From an optimization exercise on the open Yosys and OpenROAD flow, aimed at small area; shortcuts taken in it are not production practice. In this exercise RTL edits were held to simulation tests only and were not proved equivalent to the original. The clock port is modelled as an ideal driver, which makes a skipped or thinned clock tree look cheaper than it is; a real chip needs a root buffer or a tree. Power figures rest on the tool's default switching activity, not on a simulated workload.

==> flow/design.v <==
module uart_baud (
  input  wire       clk, rst,
  input  wire [9:0] nL,           
  output wire [3:0] cnt,
  output wire       nedge
);
  reg [9:0] qn;
  reg [3:0] c;
  reg       c15;
  wire      tick = &qn;
  always @(posedge clk) begin
    if (rst | tick) qn <= nL;
    else            qn <= qn + 1'b1;
    if (rst)        c <= 4'd0;
    else if (tick)  c <= c + 1'b1;
    c15 <= &c;
  end
  assign cnt   = c;
  assign nedge = c15 & ~c[0];
endmodule
module UART_APB_Interface #(
  parameter N = 8
)(
  input  wire        PCLK, PRESETn, PSEL, PENABLE, PWRITE,
  input  wire [31:0] PADDR, PWDATA,
  output wire [31:0] PRDATA,
  output reg         PREADY,
  input  wire        rx,
  output wire        tx
);
  wire acc   = PSEL & PENABLE;                
  wire hi0   = ~|PADDR[31:3];
  wire a0    = hi0 & (PADDR[2:0] == 3'd0);
  wire a1    = hi0 & (PADDR[2:0] == 3'd1);
  wire a2    = hi0 & (PADDR[2:0] == 3'd2);
  wire a3    = hi0 & (PADDR[2:0] == 3'd3);
  wire a4    = hi0 & (PADDR[2:0] == 3'd4);
  wire wr    = acc & PWRITE;
  wire rd    = acc & ~PWRITE;
  reg  [31:0] n0, n2, n4;
  wire [31:0] nwd = ~(PWDATA & {32{PRESETn}});
  wire [31:0] nwd4 = ~{PWDATA[31:10] & {22{PRESETn}},
                       PWDATA[9:0] & {10{PRESETn}} | ({10{~PRESETn}} & 10'd650)};
  always @(posedge PCLK) begin
    if (~PRESETn | (wr & a0)) n0 <= nwd;
    if (~PRESETn | (wr & a2)) n2 <= nwd;
    if (~PRESETn | (wr & a4)) n4 <= nwd4;
  end
  wire [31:0] r0 = ~n0, r2 = ~n2, r4 = ~n4;
  reg        s0, s2, s4;
  reg  [7:0] cap;
  wire       rx_busy, tx_busy, rx_done, tx_done, rx_error;
  wire [7:0] rx_sr;
  always @(posedge PCLK, negedge PRESETn) begin
    if (~PRESETn) begin
      s0 <= 1'b0; s2 <= 1'b0; s4 <= 1'b0;
      cap <= 8'd0;
      PREADY <= 1'b0;
    end else begin
      s0 <= rd & a0;
      s2 <= rd & a2;
      s4 <= rd & a4;
      cap <= ({8{rd & a1}} & {3'b0, rx_busy, tx_busy, rx_done, tx_done, rx_error})
           | ({8{rd & a3}} & rx_sr);
      PREADY <= PREADY | acc;
    end
  end
  assign PRDATA = ({32{s0}} & r0) | ({32{s2}} & r2) | ({32{s4}} & r4) | {24'd0, cap};
  wire       rx_rst = r0[0], tx_rst = r0[1], rx_en = r0[2], tx_en = r0[3];
  wire [9:0] L = r4[9:0];
  reg        ti;
  reg  [9:0] ts;
  wire [3:0] tcnt;
  wire       tedge;
  wire       tz = ~|ts[9:1];
  wire       tstop = tz & ~ts[0];
  uart_baud tbaud (.clk(PCLK), .rst(ti), .nL(n4[9:0]), .cnt(tcnt), .nedge(tedge));
  always @(posedge PCLK, negedge PRESETn) begin
    if (~PRESETn)               ti <= 1'b1;
    else if (tx_rst | ~tx_en)   ti <= 1'b1;
    else if (ti)                ti <= 1'b0;
    else if (tstop & tedge)     ti <= 1'b1;
  end
  always @(posedge PCLK) begin
    if (ti)                     ts <= {1'b1, r2[7:0], 1'b0};
    else if (tedge | (tz & ts[0])) ts <= {1'b0, ts[9:1]};
  end
  assign tx      = ti | (ts[0] ^ tz);
  assign tx_busy = ~ti;
  assign tx_done = ~ti & tstop & tedge;
  localparam [3:0] R_D8 = 4'b0000, R_STOP = 4'b0001, R_IDLE = 4'b0010, R_START = 4'b0011,
                   R_D0 = 4'b1000;
  reg  [3:0] rm;
  reg  [7:0] rsr;
  wire [3:0] rcnt;
  wire       redge;
  wire       ridle  = (rm == R_IDLE);
  wire       rstart = (rm == R_START);
  wire       rdata  = rm[3];
  wire       rstop  = (rm == R_STOP);
  wire       rhalf  = (rcnt == 4'd8);
  uart_baud rbaud (.clk(PCLK), .rst(ridle | (rstart & rhalf)), .nL(n4[9:0]),
                   .cnt(rcnt), .nedge(redge));
  always @(posedge PCLK) begin
    if (~PRESETn | rx_rst | ~rx_en)              rm <= R_IDLE;
    else if (rstart)                             begin if (rhalf) rm <= R_D0; end
    else if ((rdata | rstop) ? redge : (rm == R_D8) | ~rx) rm <= rm + 1'b1;
  end
  always @(posedge PCLK, negedge PRESETn) begin
    if (~PRESETn)              rsr <= 8'd0;
    else if (rdata & redge)    rsr <= {rx, rsr[7:1]};
  end
  assign rx_sr    = rsr;
  assign rx_busy  = ~ridle;
  assign rx_done  = rstop & redge & rx;
  assign rx_error = rstop & redge & ~rx;
endmodule
export LEC_CHECK = 0
export CAP_MARGIN = 0
export CORE_MARGIN = 2
export CORE_UTILIZATION = 80
export SLEW_MARGIN = 0
create_clock -name core_clock -period 10.0 [get_ports {PCLK}]
standard.sh (not shown) runs the stock make flow with config.mk's settings and CLKGATE_MAP_FILE= SYNTH_SCRIPT=/design/flow/synth_recipe.tcl, a recipe that flattens the netlist after the stock synthesis.
==> flow/flow/run.sh <==
#!/bin/bash
# Standard ORFS layout (the standard.sh) with these changes:
#  - port buffers use the smallest buffer cell (buf_1) instead of the resizer's default pick
#  - the clock tree that ORFS's CTS builds is replaced (flow/clock_tree.tcl) by a two-level
#    tree: the clock port drives one root clkbuf_4, which drives one clkbuf_8 per group of
#    about 20 flip-flops (groups from recursive bisection of the flip-flop positions); a leaf
#    whose flip-flops would see a slow clock edge is upsized to clkbuf_16
# Each tool's output goes to a log of its own here (make_cts.log, clock_tree.log,
# make_finish.log; ORFS's per-step logs are under orfs/logs/).
set -euo pipefail
VARS=("BUFFER_PORTS_ARGS=-buffer_cell sky130_fd_sc_hd__buf_1"
      "CTS_ARGS=-sink_clustering_enable -repair_clock_nets -buf_list sky130_fd_sc_hd__clkbuf_4 -dont_use_dummy_load")
bash standard.sh "${VARS[@]}" cts > make_cts.log 2>&1
RES=orfs/results/${FLOW_PLATFORM}/UART_APB_Interface/base \
PLATFORM_DIR=$FLOW_HOME/platforms/${FLOW_PLATFORM} \
CT_LEVELS=3 CT_LEAF=sky130_fd_sc_hd__clkbuf_8 CT_ROOT=sky130_fd_sc_hd__clkbuf_4 CT_LIMIT=0.120 \
  openroad -no_init -exit flow/clock_tree.tcl > clock_tree.log 2>&1
bash standard.sh "${VARS[@]}" finish > make_finish.log 2>&1
Other scripts of this flow, unchanged in this note and not shown: flow/flow/clock_tree.tcl
The baseline went through all stages and came out clean.
==> next run, changes <==
--- a/flow/flow/run.sh
+++ b/flow/flow/run.sh
@@ -7,4 +7,6 @@
 #    whose flip-flops would see a slow clock edge is upsized to clkbuf_16
+#  - then gates that synthesis mapped to a stronger drive than they need are downsized
+#    (flow/downsize.tcl), each only if slew, capacitance, setup and hold stay met
 # Each tool's output goes to a log of its own here (make_cts.log, clock_tree.log,
-# make_finish.log; ORFS's per-step logs are under orfs/logs/).
+# downsize.log, make_finish.log; ORFS's per-step logs are under orfs/logs/).
 set -euo pipefail
@@ -17,2 +19,5 @@
   openroad -no_init -exit flow/clock_tree.tcl > clock_tree.log 2>&1
+RES=orfs/results/${FLOW_PLATFORM}/UART_APB_Interface/base \
+PLATFORM_DIR=$FLOW_HOME/platforms/${FLOW_PLATFORM} \
+  openroad -no_init -exit flow/downsize.tcl > downsize.log 2>&1
 bash standard.sh "${VARS[@]}" finish > make_finish.log 2>&1
==> flow/flow/downsize.tcl (new file) <==
# Downsize gates that synthesis mapped to a stronger drive than they need: for
# each cell with a smaller variant of the same function, try the smallest one
# and keep it only if its output still meets slew and capacitance limits with
# margin and the design still meets setup and hold timing.
# Environment: RES (results folder), PLATFORM_DIR.
set res $::env(RES)
read_liberty $::env(PLATFORM_DIR)/lib/sky130_fd_sc_hd__tt_025C_1v80.lib
read_db $res/4_cts.odb
read_sdc $res/4_cts.sdc
source $::env(PLATFORM_DIR)/setRC.tcl
set_propagated_clock [all_clocks]
estimate_parasitics -placement

proc out_ok {inst} {
  foreach pin [get_pins -of_objects $inst -filter "direction == output"] {
    set s [get_property $pin slew_max]
    if {$s > 0.9} { return 0 }
    foreach vp [get_pins -of_objects [get_nets -of_objects $pin] -filter "direction == input"] {
      if {[get_property $vp slew_max] > 0.9} { return 0 }
    }
  }
  return 1
}
set saved 0
foreach inst [get_cells *] {
  set m [get_property $inst ref_name]
  if {![regexp {^(sky130_fd_sc_hd__[a-z0-9]+)_([0-9]+)$} $m -> base drive]} { continue }
  if {[string match "*clkbuf*" $base] || [string match "*df*" $base] || [string match "*buf*" $base] || $drive <= 1} { continue }
  set best ""
  foreach d {0 1 2} {
    if {$d >= $drive} { break }
    set lc [get_lib_cells -quiet */${base}_$d]
    if {[llength $lc]} { set best ${base}_$d; break }
  }
  if {$best eq ""} { continue }
  set a0 [get_property [get_lib_cells */$m] area]
  set a1 [get_property [get_lib_cells */$best] area]
  if {$a1 >= $a0} { continue }
  replace_cell $inst $best
  estimate_parasitics -placement
  if {[out_ok $inst] && [sta::max_slew_violation_count] == 0 && [sta::max_capacitance_violation_count] == 0 \
      && [worst_slack -max] > 1.0 && [worst_slack -min] > 0.1} {
    set saved [expr {$saved + $a0 - $a1}]
    puts "downsized [get_full_name $inst] $m -> $best"
  } else {
    replace_cell $inst $m
    estimate_parasitics -placement
  }
}
puts "area saved: $saved"
set_placement_padding -global -left 0 -right 0
detailed_placement
check_placement
write_db $res/4_cts.odb
- clock power is about the same
- synthesized cell count is unchanged
- hold slack barely changes
- wire length came out lower by 0.34%
- via count came out lower by about 0.6%
- critical path depth is unchanged
- utilization came out lower by 0.38 points
- worst setup slack loses 8.3 ps
- cell count stays the same
In every run of this note, the design's own scripts or RTL, not TritonCTS, make the clock network.

## separate check: timing with driven ports
The results above use ideal ports. As a check the final layouts listed here were re-extracted and re-timed, cells and wires unchanged. Step 1, drivers: a clkbuf_16 drives PCLK and a buf_2 each remaining input, both assumed. Step 2 times the ports against the registers' clock, not the clock port: input delays grow and output delays shrink by t, the midpoint of the rising clock arrivals with the driver on. Three values: no drivers, after step 1, after step 2; two values: the first two.
run	shift t [ns]	slack for setup (ns)	worst slew at a driven data input, ns
the first run	0.525	5.512 / 5.477 / 5.759	0.05
the second run	0.524	5.503 / 5.468 / 5.754	0.05
After both steps setup and hold are still met in every run listed.
